From an optimization exercise on the open Yosys and OpenROAD flow, aimed at small area, a short achievable clock period and few clock cycles per item; shortcuts taken in it are not production practice.
No run shown here included a check of the RTL's function; only the layout flow was run.

==> design.v <==
`timescale 1ns / 1ps
module MedianFilter(
    input reset,
    input enable,
    input CLK,
    input Nxt_block_sig,
    input [7:0]height,
    input [7:0]width,
    input [8:0]data,
    output [8:0]data_out,
    output [15:0]index,
    output [7:0]addr_x0,
    output [7:0]addr_y0,
    output [7:0]gdata,
    output Gvector_sig,
    output reg swmv
    );
localparam IDLE = 2'd0, PEND = 2'd1, NUL = 2'd2, PRES = 2'd3;
localparam MA = 3'd0, MB = 3'd1, MC = 3'd2, MP = 3'd3, MX = 3'd4;
localparam SU = 4'd0, SD = 4'd1, SUL = 4'd2, SUR = 4'd3, SDL = 4'd4,
           SDR = 4'd5, SXR = 4'd6, SPF1 = 4'd7, SPF2 = 4'd8, SFIN = 4'd9;
reg [1:0]  st;
reg        Gv;
reg [2:0]  md;
reg [1:0]  pc;          
reg [3:0]  nsq;         
reg [7:0]  ox, oy;      
reg        xf, xl, yf, yl;    
reg        xla, yla, w1;      
reg [15:0] na;          
reg [15:0] ix;
reg [7:0]  gd;
reg [8:0]  dreg;
reg        dv;          
reg        t1, td;      
reg        eu;          
reg        needx;       
reg [7:0]  s0, s1, s2, s3;
reg [3:0]  m;
reg [7:0]  blo;         
reg        bneg, bcin;  
assign index       = ix;
assign addr_x0     = ox;
assign addr_y0     = oy;
assign gdata       = gd;
assign data_out    = {1'b0, gd};
assign Gvector_sig = Gv;
function [8:0] add8;
  input [7:0] a, b;
  input       c;
  reg [7:0] g, p, gg, pp, g2, p2;
  reg [8:0] cc;
  integer i;
  begin
    g = a & b; p = a ^ b;
    gg = g; pp = p;
    for (i = 1; i < 8; i = i + 1) begin g2[i] = gg[i] | (pp[i] & gg[i-1]); p2[i] = pp[i] & pp[i-1]; end
    g2[0] = gg[0]; p2[0] = pp[0]; gg = g2; pp = p2;
    for (i = 2; i < 8; i = i + 1) begin g2[i] = gg[i] | (pp[i] & gg[i-2]); p2[i] = pp[i] & pp[i-2]; end
    gg = g2; pp = p2;
    for (i = 4; i < 8; i = i + 1) begin g2[i] = gg[i] | (pp[i] & gg[i-4]); p2[i] = pp[i] & pp[i-4]; end
    gg = g2; pp = p2;
    cc[0] = c;
    for (i = 0; i < 8; i = i + 1) cc[i+1] = gg[i] | (pp[i] & c);
    add8 = {cc[8], p ^ cc[7:0]};
  end
endfunction
function [7:0] inc8;
  input [7:0] a;
  integer i;
  reg [7:0] c;
  begin
    c[0] = 1'b1;
    for (i = 1; i < 8; i = i + 1) c[i] = &(a | ~((8'd1 << i) - 8'd1));
    inc8 = a ^ c;
  end
endfunction
function [7:0] dec8;
  input [7:0] a;
  integer i;
  reg [7:0] c;
  begin
    c[0] = 1'b1;
    for (i = 1; i < 8; i = i + 1) c[i] = ~|(a & ((8'd1 << i) - 8'd1));
    dec8 = a ^ c;
  end
endfunction
wire [7:0] oxi = inc8(ox);
wire [7:0] oyi = inc8(oy);
wire [7:0] wr  = width;
wire [7:0] wm1 = dec8(width);
wire xl_a = xl ? w1 : xla;
wire yf_a = xl ? 1'b0 : yf;
wire yl_a = xl ? yla : yl;
wire pres  = Gv;    
wire isnul = (st == NUL);
wire ispend = (st == PEND);
wire hxf = pres ? xl   : xf;
wire hxl = pres ? xl_a : xl;
wire hyf = pres ? yf_a : yf;
wire hyl = pres ? yl_a : yl;
wire hnx = pres & (md == MC);
function [3:0] next_slot;
  input [3:0] s;
  input fxf, fxl, fyf, fyl, fnx;
  reg [6:0] v;
  begin
    v[SU]  = ~fyf;
    v[SD]  = ~fyl;
    v[SUL] = ~fyf & ~fxf;
    v[SUR] = ~fyf & ~fxl;
    v[SDL] = ~fyl & ~fxf;
    v[SDR] = ~fyl & ~fxl;
    v[SXR] = fnx & ~fxl;
    if      (s == SPF1) next_slot = SPF2;
    else if (s == SPF2) next_slot = SFIN;
    else if (s < SD  && v[SD])  next_slot = SD;
    else if (s < SUL && v[SUL]) next_slot = SUL;
    else if (s < SUR && v[SUR]) next_slot = SUR;
    else if (s < SDL && v[SDL]) next_slot = SDL;
    else if (s < SDR && v[SDR]) next_slot = SDR;
    else if (s < SXR && v[SXR]) next_slot = SXR;
    else next_slot = SPF1;
  end
endfunction
localparam [4:0] OP_U = 5'b11001, OP_D = 5'b01000, OP_UP = 5'b11101;
function [4:0] slot_op;
  input [3:0] s;
  case (s)
    SU:   slot_op = OP_U;        
    SD:   slot_op = OP_D;        
    SUL:  slot_op = 5'b11000;    
    SUR:  slot_op = 5'b11101;    
    SDL:  slot_op = 5'b01100;    
    SDR:  slot_op = 5'b01001;    
    SPF2: slot_op = 5'b00011;    
    SFIN: slot_op = 5'b00000;    
    default: slot_op = 5'b00001;  
  endcase
endfunction
wire [3:0] nsq_e = next_slot(eu ? SD : SU, hxf, hxl, hyf, hyl, hnx);
wire [3:0] nsq_n = next_slot(nsq, xf, xl, yf, yl, needx);
wire [4:0] op_e  = slot_op(nsq_e);
wire [4:0] op_n  = slot_op(nsq_n);
wire [7:0] nhi  = na[15:8];
wire [7:0] nhii = inc8(nhi);
wire [7:0] nhid = dec8(nhi);
wire [8:0]  mlo   = add8(na[7:0], blo, bcin);
wire [7:0]  mhi   = bneg ? (mlo[8] ? nhi : nhid) : (mlo[8] ? nhii : nhi);
wire [15:0] amain = {mhi, mlo[7:0]};
reg [1:0] sk;
always @(*) begin
  if (ispend) sk = (pc == 2'd0) ? 2'd1 : (pc == 2'd1) ? 2'd2 : 2'd3;
  else if (md == MA) sk = 2'd3;
  else if (md == MX) sk = 2'd0;
  else sk = 2'd2;
end
wire [8:0]  slo  = add8(na[7:0], {6'd0, sk}, 1'b0);
wire [15:0] astr = {slo[8] ? nhii : nhi, slo[7:0]};
wire [7:0]  ilo = inc8(na[7:0]);
wire [15:0] nai = {(&na[7:0]) ? nhii : nhi, ilo};
reg  [3:0] zh;    
always @(*)
  case ({hyf, hyl})
    2'b11:   zh = 4'd6 + {3'd0, hxf} + {3'd0, hxl};
    2'b10,
    2'b01:   zh = 4'd3 + {2'd0, hxf, 1'b0} + {2'd0, hxl, 1'b0} - {3'd0, hxf & hxl};
    default: zh = {2'd0, hxf, hxf} + {2'd0, hxl, hxl} - {3'd0, hxf & hxl};
  endcase
wire hp = ~hxf;   
wire [7:0] iv  = dreg[7:0];
wire       ivp = dv & ~dreg[8];
wire lt0 = ivp & (iv < s0);
wire lt1 = ivp & (iv < s1);
wire lt2 = ivp & (iv < s2);
wire lt3 = ivp & (iv < s3);
wire [7:0] n0 = lt0 ? iv : s0;
wire [7:0] n1 = lt1 ? (lt0 ? s0 : iv) : s1;
wire [7:0] n2 = lt2 ? (lt1 ? s1 : iv) : s2;
wire [7:0] n3 = lt3 ? (lt2 ? s2 : iv) : s3;
wire [3:0] nm = m + {3'd0, ivp};
wire [3:0] mm1 = m - 4'd1;
wire [1:0] jj  = ivp ? m[2:1] : mm1[2:1];
wire       mz  = ~ivp & (m == 4'd0);
reg  [7:0] med;
always @(*) begin
  if (mz) med = 8'd0;
  else
    case (jj)
      2'd0: med = n0;
      2'd1: med = n1;
      2'd2: med = n2;
      default: med = n3;
    endcase
end
wire fin  = isnul && (nsq == SFIN);
wire last = xl & yl;
wire ack  = Nxt_block_sig;
wire d8   = data[8];                      
wire mav  = (md == MA) | (md == MP);      
wire p2   = ispend && (pc == 2'd2);
wire ent_p = p2 && dreg[8];
wire ent_r = !last && (mav || md == MC) && dreg[8];
wire take_p = p2 && !dreg[8];
wire take_r = !last && (mav || md == MC) && !dreg[8];
wire erl_p = ispend && (pc == 2'd1);
wire erl_r = !last && ((mav && !dreg[8]) || md == MB);
wire upl_o = take_p | fin;
wire upl_r = !last && md == MA && !dreg[8];
wire [4:0] op_a = ent_r ? op_e : (erl_r & d8) ? OP_D : (upl_r & ~d8) ? OP_UP : OP_U;
wire [4:0] op_o = ent_p ? op_e : (isnul & ~fin) ? op_n : (erl_p & d8) ? OP_D :
                  (upl_o & ~d8) ? OP_UP : OP_U;
wire [4:0] op_x = pres ? (ack ? op_a : OP_U) : op_o;
wire [15:0] ix_a = last ? 16'd0 : (ent_r | (erl_r & d8)) ? amain : astr;
reg  [15:0] ix_o;
always @(*) begin
  case (st)
    IDLE:    ix_o = (enable && !reset) ? 16'd1 : 16'd0;
    NUL:     ix_o = amain;
    default: ix_o = (ent_p | (erl_p & d8)) ? amain : astr;
  endcase
end
wire [15:0] ix_x = pres ? (ack ? ix_a : na) : ix_o;
always @(posedge CLK or posedge reset) begin
  if (reset) begin
    st <= IDLE; Gv <= 1'b0; swmv <= 1'b0;
  end else if (pres) begin
    swmv <= 1'b0;
    if (ack) begin
      if (last) begin st <= IDLE; Gv <= 1'b0; end
      else if (md == MB || md == MX) begin st <= PEND; Gv <= 1'b0; end
      else if (dreg[8]) begin st <= NUL; Gv <= 1'b0; end
    end
  end else begin
    case (st)
      IDLE: if (enable) st <= PEND;
      PEND:
        if (pc == 2'd2) begin
          if (!dreg[8]) begin st <= PRES; Gv <= 1'b1; end
          else st <= NUL;
        end
      NUL:
        if (fin) begin st <= PRES; Gv <= 1'b1; swmv <= 1'b1; end
      default: ;
    endcase
  end
end
always @(posedge CLK) begin
  bneg <= op_x[4];
  blo  <= op_x[3] ? ((op_x[2] ? wm1 : wr) ^ {8{op_x[4]}}) : {7'd0, op_x[1]};
  bcin <= op_x[0];
  ix   <= ix_x;
  dreg <= data;
  if (pres) begin
    dv    <= ack ? (ent_r ? ~xl_a & ~hnx : td) : td;
    td    <= ack ? ((ent_r & eu) ? ~yf_a : t1) : t1;
    t1    <= ack & ((ent_r & (eu ? ~yl_a : ~yf_a)) | (erl_r & d8));
    eu    <= ack & erl_r & d8;
  end else begin
    dv    <= ent_p ? ~xl : td;
    td    <= (ent_p & eu) ? ~yf : t1;
    t1    <= ent_p ? (eu ? ~yl : ~yf) : (erl_p & d8) | (isnul & (nsq < SPF1));
    eu    <= erl_p & d8;
  end
  if (isnul) begin
    s0 <= n0; s1 <= n1; s2 <= n2; s3 <= n3; m <= nm;
  end else begin
    s0 <= (zh > 4'd0) ? 8'h00 : (hp && zh == 4'd0) ? gd : 8'hFF;
    s1 <= (zh > 4'd1) ? 8'h00 : (hp && zh == 4'd1) ? gd : 8'hFF;
    s2 <= (zh > 4'd2) ? 8'h00 : (hp && zh == 4'd2) ? gd : 8'hFF;
    s3 <= (zh > 4'd3) ? 8'h00 : (hp && zh == 4'd3) ? gd : 8'hFF;
    m  <= zh + {3'd0, hp};
  end
  if (pres) begin
    if (ack) begin
      if (!last) begin
        ox <= xl ? 8'd1 : oxi;
        if (xl) oy <= oyi;
        xf <= xl; xl <= xl_a; yf <= yf_a; yl <= yl_a;
        xla <= xl ? (width == 8'd2) : (oxi == wm1);
        if (xl) yla <= (inc8(oyi) == height);
      end
      if (ent_r) begin
        needx <= hnx;
        nsq <= nsq_e;
      end
      if (take_r) begin
        gd <= dreg[7:0]; na <= nai;
      end
      case (md)
        MA: md <= MA;
        MC: md <= MB;
        MP: md <= MC;
        default: ;
      endcase
      if (md == MB) pc <= 2'd2;
      if (md == MX) pc <= 2'd0;
    end else
      md <= MX;
  end else
    case (st)
      IDLE: begin
        ox <= 8'd1; oy <= 8'd1; na <= 16'd0;
        xf <= 1'b1; yf <= 1'b1;
        xl <= (width == 8'd1); yl <= (height == 8'd1);
        w1 <= (width == 8'd1); xla <= (width == 8'd2); yla <= (height == 8'd2);
        pc <= 2'd1;
      end
      PEND: begin
        if (pc != 2'd2) pc <= pc + 2'd1;
        if (take_p) begin
          md <= MA; gd <= dreg[7:0]; na <= nai;
        end
        if (ent_p) begin
          needx <= 1'b0;
          nsq <= nsq_e;
        end
      end
      NUL: begin
        nsq <= nsq_n;
        if (fin) begin
          md <= MP; gd <= med; na <= nai;
        end
      end
      default: ;
    endcase
end
endmodule
==> flow/run.sh <==
#!/bin/bash
set -euo pipefail
bash standard.sh "BUFFER_PORTS_ARGS=-buffer_cell sky130_fd_sc_hd__buf_4" SETUP_SLACK_MARGIN=7.4  finish > standard_flow.log 2>&1
==> standard.sh <==
#!/bin/bash
# synth_recipe.tcl (not shown) runs the flow's synth.tcl, then flattens the netlist and writes it again
# the make line also repeats each setting of config.mk as NAME=value (left out here)
make -C /OpenROAD-flow-scripts/flow DESIGN_CONFIG=/design/flow/config.mk WORK_HOME=/design/flow/orfs CLKGATE_MAP_FILE= SYNTH_SCRIPT=/design/flow/synth_recipe.tcl "${@:-finish}"
==> config.mk <==
export PLATFORM = sky130hd
export DESIGN_NAME = MedianFilter
export DESIGN_NICKNAME = MedianFilter
export VERILOG_FILES = /design/flow/design.v
export SDC_FILE = /design/flow/constraint.sdc
export NUM_CORES = 4
export LEC_CHECK = 0
export CAP_MARGIN = 20
export CORE_MARGIN = 2
export CORE_UTILIZATION = 40
export PLACE_DENSITY = 0.6
export SLEW_MARGIN = 20
==> constraint.sdc <==
create_clock -name core_clock -period 11.0 [get_ports {CLK}]
set_input_delay 2.2000 -clock core_clock [delete_from_list [all_inputs] [get_ports {CLK}]]
set_output_delay 2.2000 -clock core_clock [all_outputs]
set_load 0.01 [all_outputs]
==> results.ini, run 1 <==
[logic_synthesis]
synth_xor_area_share_pct = 5.06
synth_flop_cell = dfxtp_1
ys_ff_latch = 136
synth_edf_count = 57
yosysSeqAreaShare_pct = 32.4
synthCells = 1211
synth_fa_ha_area_share_pct = 10.9
synth-simple-area-share_pct = 19.4
synth_compound_area_share_pct = 20.6
muxShareOfSynthArea_pct = 5.37
async_reset_ff_share_pct = 2.94
synth.distinct_cells = 85
yosys_warnings = 1
syn_area_per_cell_um2 = 8.44
synth_nets = 1326
synth_top_family_by_area = compound AO/OA/AOI/OAI gates
synth_area_mm2 = 0.0102

[sta]
period_share_pct = 33.2
fin_tns_setup_ps = 0
setup_viol = 0
report.final.hold_viol_count = 0
maxSlewViolCount = 0
period_minus_slack_ps = 3650
rsz0062_at_grt = true
clock_skew_ps = 15.0
worst_pin_slew_ps = 1040
fmax_ghz = 0.274
maxSlewHeadroom_pct = 30.5

[final_layout]
drive_gt1_share_pct = 16.7
final_common_cell = buf_4
multiInputGateArea_mm2 = 0.00645
finalNonFillerCells = 1630
final_nets = 1402
n_antenna_cell = 0
regArea_mm2 = 0.00331
fill_cells = 2446
final_cell_mix = 122 x buf_4, 118 x nand2_1, 103 x nor2_1, 83 x ha_1, 77 x inv_1
area_growth_pct = 18.6

[drt]
wl_per_cell_um = 17.7
ant_nets = 0
drcViolationCount = 0
totalWireLength_mm = 28.9
drtIter0Drc = 673
drt_pass1_iterations = 5
route.vias.total = 9228
avgViaCountPerCell = 5.66

[cts]
cts_tree = built
clock_sinks = 136
cts_max_path_buffers = 2
clkTransAtPathRegs_ps = 60
clock_latency_ps = 430
h-tree-depth = 4
cts_buffers = 17
cts_hold_buf = 0
cts_root_buffer = clkbuf_16

[die]
boundaryPins = 80
core-area_mm2 = 0.0251
rows = 58
start_util_pct = 40.7
fp.dieW_um = 164
die-area_mm2 = 0.0268
dieHeight_um = 164

[setup_path]
critPathMaxFanout = 8
critPathCaptureType = flop
worst-endpoint-required_ps = 11360
cp.arrival_ps = 4010
crit_type = input pin to flop
startpoint_type = input pin

[place]
portBuffers = 78
hpwl_mm = 20.3
gp_congestion = 0.905
dp.cells = 1559

[global_route]
grt_max_degree = 61
antenna_found_initial = 0
grt_pass1_wl_mm = 46.6
grt_overflow = 0
grt_pass1_vias = 8739
grt_util_all_layers_pct = 21.8

[outcome]
status = no timing/DRC/antenna violations

[flow_run]
drv_cap = 0

[worst_hold_path]
hold_path_class = flop to flop

per-layer routing:
layer / GRT usage [%] / wire (um) / vias to the layer above
met5: 0 / 0 / -
met4: 5.42 / 319 / 0
met3: 3.54 / 1610 / 26
met2: 36.1 / 13800 / 280
met1: 29.7 / 13200 / 4396
li1: - / - / 4526
path summary, 6_finish.rpt:
check | slack (ps) | cells after the start | to | startpoint
worst max-delay path | 7350 | 8 | ix[15]$_DFF_P_ | data[8]
worst min-delay path | 510 | 2 | td$_DFF_P_ | t1$_DFF_P_
worst max register to register | 7460 | 14 | blo[7]$_SDFF_PN0_ | xl$_DFFE_PP_
worst min register to register | 510 | 2 | td$_DFF_P_ | t1$_DFF_P_
max in group asynchronous | 9110 | 2 | Gv$_DFF_PP0_ | reset
min in group asynchronous | 1690 | 2 | st[1]$_DFFE_PP0P_ | reset
synthesized netlist by cell type, drive strengths merged (14+ instances only):
master / instances / share of area, %
nor3: 25 / 1.2
nand3: 39 / 1.9
buf: 25 / 1.6
and3: 21 / 1.3
mux2: 15 / 1.7
dfxtp: 75 / 15
nor2b: 14 / 0.86
inv: 80 / 2.9
and2: 29 / 1.8
xnor2: 37 / 3.2
edfxtp: 57 / 17
nand2b: 20 / 1.2
a21oi: 75 / 3.7
nand2: 120 / 4.4
ha: 84 / 10
o22ai: 20 / 1.2
xor2: 22 / 1.9
mux2i: 38 / 3.7
o21a: 14 / 1.0
o21ai: 66 / 3.2
nor2: 103 / 3.8
a31oi: 16 / 1.0
clkbuf: 44 / 1.6
per-stage QoR:
| stage | util [%] | hold WS [ps] | setup slack (ps) | cell area (um^2) |
|---|---|---|---|---|
| finish | 48.3 | 508 | 7350 | 12100 |
| global route | 48.3 | 509 | 7320 | 12100 |
| CTS | 47.2 | 499 | 7360 | 11900 |
| detailed placement | 43.9 | 469 | 6540 | 11000 |
| global placement | 43.8 | 471 | 6190 | 11000 |
| floorplan | - | 423 | 7090 | 10300 |
repair_timing:
| action | 4_1_cts | 5_1_grt |
|---|---|---|
| hold endpoints to repair | 0 | 0 |
| gates resized for setup | 16 | 21 |
| setup buffers | 18 | 21 |
| pin swaps | 4 | 7 |
| endpoints found under the setup margin | 52 | 42 |
critical path, cell delays in order:
cell and delay [ps]:
buf_4 140, a22o_1 240, nand2_2 130, nand3_1 200, o21ai_1 520, nand2_1 190
o22a_1 240, a21oi_1 140
cell type report:
| type | instances | area share, % |
|---|---|---|
| Sequential cell | 136 | 27.3 |
| Clock buffer | 17 | 3.51 |
| Multi-Input combinational cell | 926 | 53.3 |
| Clock inverter | 15 | 1.85 |
| Timing Repair Buffer | 126 | 8.07 |
| Inverter | 80 | 2.56 |
| Tap cell | 330 | 3.41 |
registers in the layout (all words and copies together) (netlist names), 2 cells and up:
| name | cells |
|---|---|
| pc | 2 |
| md | 3 |
| dreg | 9 |
| ox | 8 |
| st | 2 |
| s0 | 8 |
| m | 4 |
| s2 | 8 |
| nsq | 4 |
| gd | 8 |
| blo | 8 |
| oy | 8 |
| ix | 16 |
| s3 | 8 |
| s1 | 8 |
| na | 16 |
kinds of logic (layout without fill, tap and decap cells):
kind of cell    count (synthesis)  in the layout
simple gates                  412            412
mux                            53             53
flops                         136            136
buf+inv                       149            238
xor+xnor                       59             59
other cells                     1              1
fa+ha+maj                      88             88
compound gates                313            313
==> run 2, diff against run 1 <==
==> flow/run.sh (replaced) <==
#!/bin/bash
set -euo pipefail
bash standard.sh "BUFFER_PORTS_ARGS=-buffer_cell sky130_fd_sc_hd__buf_4" SETUP_SLACK_MARGIN=7.4 CORE_UTILIZATION=60 PLACE_DENSITY=0.7 CTS_CLUSTER_SIZE=40 CTS_CLUSTER_DIAMETER=100 finish > standard_flow.log 2>&1
==> run 2 against run 1 <==
Still clean. Worst hold slack gained 11 ps. Critical path depth grew 2. Fmax grew 0.32%. Via count grew 1.9%. Synthesized area is the same. Largest cell class unchanged.
==> results.ini, run 2 <==
[outcome]
status = no timing/DRC/antenna violations

[final_layout]
final_cell_mix = 117 x nand2_1, 110 x buf_4, 102 x nor2_1, 83 x ha_1, 78 x inv_1
final_nets = 1396
reg.largest.list = ix x16, na x16, dreg x9
n_antenna_cell = 0
drive_gt1_share_pct = 16.8
regArea_mm2 = 0.00331
final_common_cell = nand2_1
fill_cells = 1317
area_growth_pct = 17.1
finalNonFillerCells = 1514
multiInputGateArea_mm2 = 0.00649

[logic_synthesis]
synth_edf_count = 57
yosys_warnings = 1
ys_ff_latch = 136
synth_flop_cell = dfxtp_1
synth_xor_area_share_pct = 5.06
yosysSeqAreaShare_pct = 32.4
synth_compound_area_share_pct = 20.6
yosysTopAreaCell = edfxtp_1
synth_nets = 1326
synth_top_family_by_area = compound AO/OA/AOI/OAI gates
synth-simple-area-share_pct = 19.4
synth_area_leaders = edfxtp_1 17%, dfxtp_1 15%, ha_1 10%, nand2_1 4.4%, nor2_1 3.8%
syn_area_per_cell_um2 = 8.44
muxShareOfSynthArea_pct = 5.37
synth.most_common_cell = nand2_1
synth.distinct_cells = 85
synthTopCellsByCount = 120 x nand2_1, 103 x nor2_1, 84 x ha_1, 79 x inv_1
synth_fa_ha_area_share_pct = 10.9
async_reset_ff_share_pct = 2.94
synth_top_area_share_pct = 16.7
synth_area_mm2 = 0.0102
synthCells = 1211

[sta]
period_minus_slack_ps = 3640
maxSlewHeadroom_pct = 28.6
report.final.hold_viol_count = 0
fin_tns_setup_ps = 0
fmax_ghz = 0.275
clock_skew_ps = 11.6
worst_pin_slew_ps = 1070
setup_ws_ps = 7360
setup_viol = 0
period_share_pct = 33.1
rsz0062_at_grt = true
maxSlewViolCount = 0

[setup_path]
cp.arrival_ps = 3940
slowest_stage = or4b_4
reg2reg_from = st[1]$_DFFE_PP0P_
r2r_end = ix[10]$_DFF_P_
path_cells = buf_8 -> nand2_8 -> or4b_4 -> and2_4 -> o221ai_4 -> inv_4 -> buf_6 -> and2_4 -> o21ai_2 -> o311ai_2
worst-path-stages = 10
startpoint_type = input pin
slowest_delay_ps = 510
critPathCaptureType = flop
cp_top_family = simple AND/OR/NAND/NOR gates
reg2regPathDepth = 13
critPathMaxFanout = 8
worst-endpoint-required_ps = 11300
crit_type = input pin to flop
critPathMostFrequentCell = and2_4
worst-path-buf-inv = 3
reg2reg_slack_ps = 7520

[cts]
h-tree-depth = 4
clkTransAtPathRegs_ps = 60
cts_max_path_buffers = 2
clock_latency_ps = 430
cts_root_buffer = clkbuf_16
cts_buffers = 17
cts_tree = built
clock_sinks = 136
cts_hold_buf = 0

[drt]
drt_pass1_iterations = 6
route.vias.total = 9401
totalWireLength_mm = 28.9
wl_per_cell_um = 19.1
drtIter0Drc = 966
ant_nets = 0
drcViolationCount = 0
avgViaCountPerCell = 6.21

[die]
rows = 47
die-area_mm2 = 0.0181
core-area_mm2 = 0.0166
dieHeight_um = 135
start_util_pct = 61.4
fp.dieW_um = 135
boundaryPins = 80

[worst_hold_path]
min_from = st[0]$_DFFE_PP0P_
holdPathStages = 2
hold_path_class = flop to flop
whs_endpoint = st[0]$_DFFE_PP0P_

[global_route]
grt_max_degree = 61
grt_pass1_vias = 8993
grt_pass1_wl_mm = 46.1
antenna_found_initial = 0
grt_util_all_layers_pct = 31.9
grt_overflow = 0

[place]
dp.cells = 1451
portBuffers = 78
hpwl_mm = 20.3
gp_congestion = 0.928
post-place-ws_ps = 6680

[flow_run]
drv_cap = 0

## run 2: cell counts after synthesis
No cell type changed its count.
## run 2: what timing repair did
action                     4_1_cts  5_1_grt
pin swaps                       11       14
resized for setup               21       32
buffers inserted                17       13
setup endpoints to repair       26       49
cloned                           0        1
## run 2: worst register-to-register path: cells and delay by family (launching register included)
| family | cells | cell delay [ps] |
|---|---|---|
| DFF | 1 | 390 |
| buffers and inverters | 3 | 320 |
| AOI/OAI and AO/OA | 3 | 700 |
| muxes | 1 | 210 |
| adders and majority gates | 3 | 970 |
| and+or+nand+nor | 3 | 770 |
## run 2: logic make-up after synthesis
family / Yosys count
flops: 136
simple gates: 412
fa+ha+maj: 88
mux: 53
buf+inv: 149
xor+xnor: 59
other cells: 1
compound gates: 313
## run 2: cell type report
class / count / share of cell area (%)
timing repair buffer: 119 / 7.93
clock buffer: 21 / 4.12
inverter: 80 / 2.56
clock inverter: 11 / 1.18
multi-input combinational: 927 / 54.2
sequential: 136 / 27.7
tap: 220 / 2.30
## run 2: per-stage QoR
stage / hold WS [ps] / cell area [um^2] / utilization (%)
floorplan: 423 / 10300 / -
global placement: 484 / 10900 / 65.4
detailed placement: 474 / 10900 / 65.4
CTS: 507 / 11700 / 70.5
global route: 545 / 12000 / 71.9
finish: 519 / 12000 / 71.9
## run 2: worst max-delay path by stage
stage | start | end | slack (ps)
global route | Nxt_block_sig | blo[4]$_SDFF_PN0_ | 7330
CTS | Nxt_block_sig | blo[4]$_SDFF_PN0_ | 7370
finish | Nxt_block_sig | blo[2]$_SDFF_PN0_ | 7360
floorplan | Nxt_block_sig | blo[2]$_SDFF_PN0_ | 7090
detailed placement | Nxt_block_sig | blo[2]$_SDFF_PN0_ | 6680
global placement | Nxt_block_sig | blo[2]$_SDFF_PN0_ | 6720
## run 2: routing by layer
| metal | part of all wire (%) | track usage (%) |
|---|---|---|
| met4 | 2.7 | 12.7 |
| met5 | 0 | 0 |
| met2 | 48 | 52.1 |
| met3 | 6.0 | 5.33 |
| met1 | 43 | 42.3 |
==> run 3, diff against run 2 <==
--- a/design.v
+++ b/design.v
@@ -139,8 +139,7 @@
   endcase
 endfunction
-wire [3:0] nsq_e = next_slot(eu ? SD : SU, hxf, hxl, hyf, hyl, hnx);
-wire [3:0] nsq_n = next_slot(nsq, xf, xl, yf, yl, needx);
-wire [4:0] op_e  = slot_op(nsq_e);
-wire [4:0] op_n  = slot_op(nsq_n);
+wire [3:0] nsq_x = next_slot(isnul ? nsq : (eu ? SD : SU), hxf, hxl, hyf, hyl,
+                             isnul ? needx : hnx);
+wire [4:0] op_s  = slot_op(nsq_x);
 wire [7:0] nhi  = na[15:8];
 wire [7:0] nhii = inc8(nhi);
@@ -160,13 +159,13 @@
 wire [7:0]  ilo = inc8(na[7:0]);
 wire [15:0] nai = {(&na[7:0]) ? nhii : nhi, ilo};
-reg  [3:0] zh;    
+wire hp = ~hxf;   
+reg  [3:0] z;     
 always @(*)
-  case ({hyf, hyl})
-    2'b11:   zh = 4'd6 + {3'd0, hxf} + {3'd0, hxl};
+  case ({yf, yl})
+    2'b11:   z = 4'd6 + {3'd0, xf} + {3'd0, xl};
     2'b10,
-    2'b01:   zh = 4'd3 + {2'd0, hxf, 1'b0} + {2'd0, hxl, 1'b0} - {3'd0, hxf & hxl};
-    default: zh = {2'd0, hxf, hxf} + {2'd0, hxl, hxl} - {3'd0, hxf & hxl};
+    2'b01:   z = 4'd3 + {2'd0, xf, 1'b0} + {2'd0, xl, 1'b0};
+    default: z = {2'd0, xf, xf} + {2'd0, xl, xl};
   endcase
-wire hp = ~hxf;   
 wire [7:0] iv  = dreg[7:0];
 wire       ivp = dv & ~dreg[8];
@@ -180,7 +179,10 @@
 wire [7:0] n3 = lt3 ? (lt2 ? s2 : iv) : s3;
 wire [3:0] nm = m + {3'd0, ivp};
-wire [3:0] mm1 = m - 4'd1;
-wire [1:0] jj  = ivp ? m[2:1] : mm1[2:1];
-wire       mz  = ~ivp & (m == 4'd0);
+wire [3:0] k0  = (z + m + 4'd1) >> 1;
+wire [3:0] k1  = (z + m + 4'd2) >> 1;
+wire [3:0] j0  = k0 - z - 4'd1;
+wire [3:0] j1  = k1 - z - 4'd1;
+wire [1:0] jj  = ivp ? j1[1:0] : j0[1:0];
+wire       mz  = ivp ? (k1 <= z) : (k0 <= z);
 reg  [7:0] med;
 always @(*) begin
@@ -208,6 +210,6 @@
 wire upl_o = take_p | fin;
 wire upl_r = !last && md == MA && !dreg[8];
-wire [4:0] op_a = ent_r ? op_e : (erl_r & d8) ? OP_D : (upl_r & ~d8) ? OP_UP : OP_U;
-wire [4:0] op_o = ent_p ? op_e : (isnul & ~fin) ? op_n : (erl_p & d8) ? OP_D :
+wire [4:0] op_a = ent_r ? op_s : (erl_r & d8) ? OP_D : (upl_r & ~d8) ? OP_UP : OP_U;
+wire [4:0] op_o = (ent_p | (isnul & ~fin)) ? op_s : (erl_p & d8) ? OP_D :
                   (upl_o & ~d8) ? OP_UP : OP_U;
 wire [4:0] op_x = pres ? (ack ? op_a : OP_U) : op_o;
@@ -266,9 +268,9 @@
     s0 <= n0; s1 <= n1; s2 <= n2; s3 <= n3; m <= nm;
   end else begin
-    s0 <= (zh > 4'd0) ? 8'h00 : (hp && zh == 4'd0) ? gd : 8'hFF;
-    s1 <= (zh > 4'd1) ? 8'h00 : (hp && zh == 4'd1) ? gd : 8'hFF;
-    s2 <= (zh > 4'd2) ? 8'h00 : (hp && zh == 4'd2) ? gd : 8'hFF;
-    s3 <= (zh > 4'd3) ? 8'h00 : (hp && zh == 4'd3) ? gd : 8'hFF;
-    m  <= zh + {3'd0, hp};
+    s0 <= hp ? gd : 8'hFF;
+    s1 <= 8'hFF;
+    s2 <= 8'hFF;
+    s3 <= 8'hFF;
+    m  <= {3'd0, hp};
   end
   if (pres) begin
@@ -283,5 +285,5 @@
       if (ent_r) begin
         needx <= hnx;
-        nsq <= nsq_e;
+        nsq <= nsq_x;
       end
       if (take_r) begin
@@ -314,9 +316,9 @@
         if (ent_p) begin
           needx <= 1'b0;
-          nsq <= nsq_e;
+          nsq <= nsq_x;
         end
       end
       NUL: begin
-        nsq <= nsq_n;
+        nsq <= nsq_x;
         if (fin) begin
           md <= MP; gd <= med; na <= nai;
==> flow/run.sh (replaced) <==
#!/bin/bash
set -euo pipefail
bash standard.sh "BUFFER_PORTS_ARGS=-buffer_cell sky130_fd_sc_hd__buf_4" SETUP_SLACK_MARGIN=7.4 finish > standard_flow.log 2>&1
--- a/config.mk
+++ b/config.mk
@@ -8,5 +8,7 @@
 export CAP_MARGIN = 20
 export CORE_MARGIN = 2
-export CORE_UTILIZATION = 40
-export PLACE_DENSITY = 0.6
+export CORE_UTILIZATION = 60
+export CTS_CLUSTER_DIAMETER = 100
+export CTS_CLUSTER_SIZE = 40
+export PLACE_DENSITY = 0.7
 export SLEW_MARGIN = 20
==> run 3 against run 2 <==
Via count decreased by 5.5%. Worst setup slack got worse by 270 ps. Still clean on timing, DRC and antenna. Highest routed layer unchanged. Clock skew down 2.9 ps.
==> results.ini, run 3 <==
[outcome]
status = no timing/DRC/antenna violations

[cts]
cts_root_buffer = clkbuf_16
cts_buffers = 17
h-tree-depth = 4
clock_latency_ps = 430
cts_max_path_buffers = 2
clock_sinks = 136
cts_hold_buf = 0
cts_tree = built
clkTransAtPathRegs_ps = 60

[setup_path]
startpoint_type = flop
r2r_end = gd[1]$_DFFE_PP_
reg2reg_from = yf$_SDFFCE_PN1P_
reg2regPathDepth = 16
critPathCaptureType = flop
reg2reg_slack_ps = 7090
crit_type = flop to flop
critPathMaxFanout = 5
worst-endpoint-required_ps = 11190
cp.arrival_ps = 4100

[sta]
maxSlewViolCount = 0
clock_skew_ps = 8.69
worst_pin_slew_ps = 1050
setup_viol = 0
fmax_ghz = 0.256
maxSlewHeadroom_pct = 29.9
period_minus_slack_ps = 3910
report.final.hold_viol_count = 0
rsz0062_at_grt = true
fin_tns_setup_ps = 0
period_share_pct = 35.6

[final_layout]
reg.largest.list = ix x16, na x16, dreg x9
area_growth_pct = 19.9
final_common_cell = nand2_1
post-route-util_pct = 73.1
final_cell_mix = 111 x nand2_1, 107 x buf_4, 83 x nor2_1, 82 x ha_1, 75 x dfxtp_1
final_nets = 1346
n_antenna_cell = 0
drive_gt1_share_pct = 20.5

[die]
dieHeight_um = 133
core-area_mm2 = 0.0164
boundaryPins = 80
start_util_pct = 60.9
rows = 47
fp.dieW_um = 133
die-area_mm2 = 0.0177

[drt]
drt_pass1_iterations = 5
route.vias.total = 8883
drtIter0Drc = 862
ant_nets = 0
wl_per_cell_um = 18.3
avgViaCountPerCell = 6.10
drcViolationCount = 0
totalWireLength_mm = 26.6

[logic_synthesis]
yosys_warnings = 1
synth.distinct_cells = 82
async_reset_ff_share_pct = 2.94
yosysSeqAreaShare_pct = 33.1
synth_area_mm2 = 0.0100
synthTopCellsByCount = 114 x nand2_1, 95 x nor2_1, 91 x ha_1, 79 x inv_1, 75 x dfxtp_1
synth_nets = 1276
synth.most_common_cell = nand2_1
synth_edf_count = 57
ys_ff_latch = 136
yosysTopAreaCell = edfxtp_1
synth_flop_cell = dfxtp_1
synth_top_area_share_pct = 17.1
syn_area_per_cell_um2 = 8.67
synthCells = 1153
synth_area_leaders = edfxtp_1 17%, dfxtp_1 15%, ha_1 11%, nand2_1 4.3%, nor2_1 3.6%

[place]
hpwl_mm = 18.7
gp_congestion = 0.890
portBuffers = 78

[worst_hold_path]
whs_endpoint = dv$_DFF_P_
holdPathStages = 2
min_from = td$_DFF_P_
hold_path_class = flop to flop

[global_route]
grt_util_all_layers_pct = 30.0
grt_pass1_wl_mm = 42.3
grt_overflow = 0
antenna_found_initial = 0
grt_max_degree = 62
grt_pass1_vias = 8208

[flow_run]
drv_cap = 0

run 3: cell count changes in the layout (fill, tap and decap cells not counted), moves of 10 or more:
cell	change
a21oi_1	-10
nand2b_1	-11
nand3_1	-11
nor2_1	-19
o211ai_1	+17
o22ai_1	-14
run 3: cell families after synthesis:
kind of cell | Yosys count | synth area share (%)
AND/OR/NAND/NOR | 376 | 18.2
AO/OA/AOI/OAI | 290 | 19.3
multiplexers | 44 | 4.81
XOR/XNOR | 72 | 6.46
other | 1 | 0.0375
adder cells (fa/ha/maj) | 94 | 12.0
flip-flops | 136 | 33.1
buffers and inverters | 140 | 6.05
run 3: worst max-delay path by stage:
stage | from | endpoint | slack (ps)
finish | yf$_SDFFCE_PN1P_ | gd[1]$_DFFE_PP_ | 7090
global route | yf$_SDFFCE_PN1P_ | gd[1]$_DFFE_PP_ | 6980
CTS | yl$_DFFE_PP_ | gd[1]$_DFFE_PP_ | 7160
detailed placement | xl$_DFFE_PP_ | gd[2]$_DFFE_PP_ | 6670
global placement | xl$_DFFE_PP_ | gd[4]$_DFFE_PP_ | 6760
floorplan | xl$_DFFE_PP_ | gd[6]$_DFFE_PP_ | 7050
run 3: final cells by class:
class / instances / area, um^2
clock buffers: 25 / 582
clock inverters: 7 / 45.0
fillers: 1233 / 4420
multi-input cells: 877 / 6610
well taps: 220 / 275
flip-flops and latches: 136 / 3310
repair buffers: 111 / 861
inverters: 80 / 307
run 3: timing repair:
action / 4_1_cts / 5_1_grt
pin swaps: 23 / 28
endpoints found under the setup margin: 19 / 33
hold endpoints to repair: 0 / 0
resized for setup: 52 / 30
setup buffers: 17 / 10
run 3: layer usage:
metal	wire [um]	part of all wire [%]	global-route usage [%]
met4	426	1.6	8.30
met2	12100	45	46.6
met1	12300	46	42.5
met3	1760	6.6	6.36
met5	0	0	0
run 3: per-stage QoR:
stage / setup WS [ps] / instances / hold WS [ps] / instance area (um^2)
after floorplan: 7050 / 1153 / 456 / 10200
after CTS: 7160 / 1446 / 484 / 11800
after global placement: 6760 / 1397 / 467 / 10800
after detailed placement: 6670 / 1397 / 476 / 10800
after global routing: 6980 / 1456 / 511 / 12000
final: 7090 / 1456 / 483 / 12000
run 3: critical path, stage by stage, from the launching register on:
cell	delay (ps)
edfxtp_1	440
inv_2	100
ha_4	210
or2_4	260
ha_4	170
fa_2	490
ha_4	180
xor2_1	150
ha_1	360
xnor2_2	150
nor2_2	140
or2_4	220
nand2_4	70
or2_4	280
o22ai_4	170
o41ai_2	110
a21o_1	170
==> run 4, diff against run 3 <==
--- a/design.v
+++ b/design.v
@@ -210,18 +210,19 @@
 wire upl_o = take_p | fin;
 wire upl_r = !last && md == MA && !dreg[8];
-wire [4:0] op_a = ent_r ? op_s : (erl_r & d8) ? OP_D : (upl_r & ~d8) ? OP_UP : OP_U;
-wire [4:0] op_o = (ent_p | (isnul & ~fin)) ? op_s : (erl_p & d8) ? OP_D :
-                  (upl_o & ~d8) ? OP_UP : OP_U;
-wire [4:0] op_x = pres ? (ack ? op_a : OP_U) : op_o;
-wire [15:0] ix_a = last ? 16'd0 : (ent_r | (erl_r & d8)) ? amain : astr;
-reg  [15:0] ix_o;
-always @(*) begin
-  case (st)
-    IDLE:    ix_o = (enable && !reset) ? 16'd1 : 16'd0;
-    NUL:     ix_o = amain;
-    default: ix_o = (ent_p | (erl_p & d8)) ? amain : astr;
-  endcase
-end
-wire [15:0] ix_x = pres ? (ack ? ix_a : na) : ix_o;
+wire s_am, s_na, s_as, s_one, s_os, s_d, s_up;
+late_sel u_sel (.ack(ack), .d8(d8), .pres(pres),
+  .ent_r(ent_r), .erl_r(erl_r), .upl_r(upl_r), .last(last),
+  .slot_o(ent_p | (isnul & ~fin)), .am_o(isnul | ent_p), .erl_p(erl_p), .upl_o(upl_o),
+  .one_o((st == IDLE) & enable & ~reset), .idle(st == IDLE),
+  .s_am(s_am), .s_na(s_na), .s_as(s_as), .s_one(s_one),
+  .s_os(s_os), .s_d(s_d), .s_up(s_up));
+wire [7:0] blo_s = op_s[3] ? ((op_s[2] ? wm1 : wr) ^ {8{op_s[4]}}) : {7'd0, op_s[1]};
+wire       s_u   = ~s_os & ~s_d & ~s_up;
+wire [7:0] blo_x = ({8{s_os}} & blo_s) | ({8{s_d}} & wr) | ({8{s_up}} & ~wm1) |
+                   ({8{s_u}} & ~wr);
+wire       bneg_x = (s_os & op_s[4]) | s_up | s_u;
+wire       bcin_x = (s_os & op_s[0]) | s_up | s_u;
+wire [15:0] ix_x = ({16{s_am}} & amain) | ({16{s_na}} & na) | ({16{s_as}} & astr) |
+                   {15'd0, s_one};
 always @(posedge CLK or posedge reset) begin
   if (reset) begin
@@ -249,7 +250,7 @@
 end
 always @(posedge CLK) begin
-  bneg <= op_x[4];
-  blo  <= op_x[3] ? ((op_x[2] ? wm1 : wr) ^ {8{op_x[4]}}) : {7'd0, op_x[1]};
-  bcin <= op_x[0];
+  bneg <= bneg_x;
+  blo  <= blo_x;
+  bcin <= bcin_x;
   ix   <= ix_x;
   dreg <= data;
@@ -329,2 +330,18 @@
 end
 endmodule
+module late_sel (
+    input  ack, d8, pres,
+    input  ent_r, erl_r, upl_r, last,         
+    input  slot_o, am_o, erl_p, upl_o, one_o, idle,    
+    output s_am, s_na, s_as, s_one, s_os, s_d, s_up
+    );
+wire a = pres & ack;
+wire o = ~pres;
+assign s_am  = (a & (ent_r | (erl_r & d8))) | (o & (am_o | (erl_p & d8)));
+assign s_na  = pres & ~ack;
+assign s_one = o & one_o;
+assign s_as  = (a & ~last & ~s_am) | (o & ~idle & ~s_am);
+assign s_os  = (a & ent_r) | (o & slot_o);
+assign s_d   = (a & ~ent_r & erl_r & d8) | (o & ~slot_o & erl_p & d8);
+assign s_up  = (a & ~ent_r & upl_r & ~d8) | (o & ~slot_o & upl_o & ~d8);
+endmodule
--- a/config.mk
+++ b/config.mk
@@ -13,2 +13,4 @@
 export PLACE_DENSITY = 0.7
 export SLEW_MARGIN = 20
+export SYNTH_HIERARCHICAL = 1
+export SYNTH_MINIMUM_KEEP_SIZE = 0
==> run 4 against run 3 <==
Worst hold slack got worse by 1.2 ps. Largest cell class unchanged. Still clean. Sequential share of layout area about the same. Highest routed layer unchanged. Fmax decreased by 1.9%. Critical path type unchanged. Critical path depth decreased by 1.
==> results.ini, run 4 <==
[outcome]
status = no timing/DRC/antenna violations

[worst_hold_path]
holdPathStages = 2
min_from = s3[6]$_SDFF_PP1_
whs_endpoint = s3[6]$_SDFF_PP1_
hold_path_class = flop to flop

[place]
hpwl_mm = 18.9
gp_congestion = 0.901
dp.cells = 1447
portBuffers = 78

[sta]
clock_skew_ps = 9.77
report.final.hold_viol_count = 0
setup_viol = 0
period_minus_slack_ps = 3990
rsz0062_at_grt = true
maxSlewViolCount = 0
maxSlewHeadroom_pct = 36.9
fmax_ghz = 0.251
period_share_pct = 36.3
fin_tns_setup_ps = 0
worst_pin_slew_ps = 945

[setup_path]
startpoint_type = flop
critPathCaptureType = flop
worst-endpoint-required_ps = 11230
cp_top_family = adder cells
critPathMaxFanout = 8
crit_type = flop to flop
critPathMostFrequentCell = ha_4
worst-path-buf-inv = 1
slowest_stage = fa_2
cp.arrival_ps = 4220
reg2regPathDepth = 15
reg2reg_slack_ps = 7010
slowest_delay_ps = 650
path_cells = inv_4 -> ha_4 -> or2_4 -> ha_4 -> fa_2 -> ha_4 -> nand2_1 -> xor2_1 -> ha_1 -> o21a_1 -> o211ai_1 -> a211o_2 -> a31oi_1 -> a21oi_1 -> nor4bb_1
reg2reg_from = xl$_DFFE_PP_
r2r_end = gd[6]$_DFFE_PP_

[logic_synthesis]
synth.most_common_cell = nand2_1
async_reset_ff_share_pct = 2.94
yosys_warnings = 7
synth_top_area_share_pct = 16.7
synthCells = 1212
synth_edf_count = 57
synth_nets = 1337
synthTopCellsByCount = 119 x nand2_1, 94 x nor2_1, 93 x ha_1, 84 x o21ai_0, 83 x a21oi_1
synth_area_mm2 = 0.0103
synth_flop_cell = dfxtp_1
yosysSeqAreaShare_pct = 32.3
syn_area_per_cell_um2 = 8.46
synth_area_leaders = edfxtp_1 17%, dfxtp_1 15%, ha_1 11%, nand2_1 4.4%, o21ai_0 4.1%
yosysTopAreaCell = edfxtp_1
ys_ff_latch = 136
synth.distinct_cells = 82

[cts]
cts_buffers = 17
clock_latency_ps = 430
cts_tree = built
cts_max_path_buffers = 2
h-tree-depth = 4
clock_sinks = 136
clkTransAtPathRegs_ps = 60
cts_root_buffer = clkbuf_16

[global_route]
grt_pass1_vias = 8843
grt_pass1_wl_mm = 44.3
grt_util_all_layers_pct = 30.2
grt_overflow = 0
grt_max_degree = 48
antenna_found_initial = 0

[final_layout]
drive_gt1_share_pct = 17.6
reg.largest.list = ix x16, na x16, dreg x9
final_cell_mix = 119 x nand2_1, 102 x buf_4, 89 x nor2_1, 83 x ha_1, 82 x o21ai_0
final_common_cell = nand2_1
n_antenna_cell = 0
area_growth_pct = 16.9
fill_cells = 1326
finalNonFillerCells = 1502
final_nets = 1394

[die]
dieHeight_um = 135
fp.dieW_um = 135
rows = 47
die-area_mm2 = 0.0181
start_util_pct = 61.6
core-area_mm2 = 0.0166
boundaryPins = 80

[drt]
avgViaCountPerCell = 6.20
drtIter0Drc = 932
drt_pass1_iterations = 7
ant_nets = 0
wl_per_cell_um = 18.0
route.vias.total = 9316
totalWireLength_mm = 27.0
drcViolationCount = 0

[flow_run]
drv_cap = 0

run 4: modules after synthesis, one instance, submodules excluded:
| module | cells inside | flip-flops and latches | area (um^2) | copies in the design |
|---|---|---|---|---|
| MedianFilter | 1193 | 136 | 10100 | 1 |
| late_sel | 19 | 0 | 128 | 1 |
run 4: logic make-up after synthesis:
group / after synthesis / synth area share, %
compound gates: 369 / 23.5
xor+xnor: 65 / 5.70
fa+ha+maj: 97 / 12.0
buf+inv: 153 / 6.68
flops: 136 / 32.3
mux: 19 / 1.99
other cells: 1 / 0.0366
simple gates: 372 / 17.7
run 4: layout make-up:
| cell class | count | area [um^2] | share of cell area [%] |
|---|---|---|---|
| Clock buffer | 26 | 594 | 4.96 |
| Clock inverter | 6 | 38.8 | 0.324 |
| Tap cell | 220 | 275 | 2.30 |
| Timing Repair Buffer | 108 | 868 | 7.25 |
| Sequential cell | 136 | 3320 | 27.7 |
| Inverter | 83 | 323 | 2.69 |
| Multi-Input combinational cell | 923 | 6570 | 54.8 |
run 4: per-layer routing:
| layer | track usage, % | part of all wire, % | routed length (um) | vias up |
|---|---|---|---|---|
| li1 | - | - | - | 4495 |
| met1 | 41.8 | 45 | 12100 | 4359 |
| met2 | 48.8 | 46 | 12500 | 407 |
| met3 | 5.52 | 6.8 | 1850 | 55 |
| met4 | 7.72 | 2.1 | 576 | 0 |
| met5 | 0 | 0 | 0 | - |
run 4: stage by stage:
step | hold slack, ps | area, um^2 | util [%] | setup WS [ps]
4_1_cts | 489 | 11800 | 70.9 | 7070
5_1_grt | 514 | 12000 | 72.0 | 6880
2_1_floorplan | 455 | 10400 | - | 7200
3_3_place_gp | 468 | 10900 | 65.7 | 6600
3_5_place_dp | 476 | 10900 | 65.7 | 6470
6_report | 482 | 12000 | 72.0 | 7010
run 4: worst max-delay path by stage:
stage | slack [ps] | from | to | cells past startpoint
floorplan | 7200 | xl$_DFFE_PP_ | gd[7]$_DFFE_PP_ | 16
global placement | 6600 | xl$_DFFE_PP_ | gd[1]$_DFFE_PP_ | 14
detailed placement | 6470 | xl$_DFFE_PP_ | gd[1]$_DFFE_PP_ | 14
CTS | 7070 | xl$_DFFE_PP_ | gd[7]$_DFFE_PP_ | 16
global route | 6880 | xl$_DFFE_PP_ | gd[6]$_DFFE_PP_ | 17
finish | 7010 | xl$_DFFE_PP_ | gd[6]$_DFFE_PP_ | 15
run 4: worst register-to-register path, stage by stage (launching register included):
cell      delay, ps
edfxtp_1        490
inv_4           110
ha_4            200
or2_4           240
ha_4            170
fa_2            650
ha_4            160
nand2_1          60
xor2_1          160
ha_1            310
o21a_1          150
o211ai_1         90
a211o_2         420
a31oi_1         200
a21oi_1          60
nor4bb_1        320
run 4: what timing repair did:
| action | CTS | global route |
|---|---|---|
| setup endpoints to repair | 24 | 37 |
| hold buffers | 0 | 0 |
| buffers inserted | 17 | 5 |
| resized for setup | 26 | 26 |
| pin swaps | 23 | 18 |
| gates cloned | 0 | 1 |

[re-timing with driven ports]
Ports are ideal in the flow. The routed layouts listed here were re-timed in OpenROAD.
Step 1 sets driving cells, clkbuf_16 on the clock port and buf_2 on the other inputs (assumed; they add their load-dependent delay and slew).
Step 2, shift: input delay + t, output delay - t, t = (earliest + latest rising clock arrival at the registers) / 2. This alone moves slack from input paths to output paths.
Slacks: ideal / step 1 / step 2; pairs: ideal / step 1.
| run | t, ns | slack for setup (ns) | worst setup path at the end |
|---|---|---|---|
| run 1 | 0.470 | 7.349 / 7.358 / 6.888 | input to register |
| run 2 | 0.474 | 7.361 / 7.352 / 6.878 | input to register |
| run 3 | 0.472 | 7.086 / 7.086 / 7.034 | input to register |
| run 4 | 0.474 | 7.012 / 7.012 / 7.012 | register to register |
After both steps setup and hold are still met in every run listed. For run 2, which loses most, drivers alone change the setup slack by -0.009 ns; drivers and shift together by -0.483 ns.
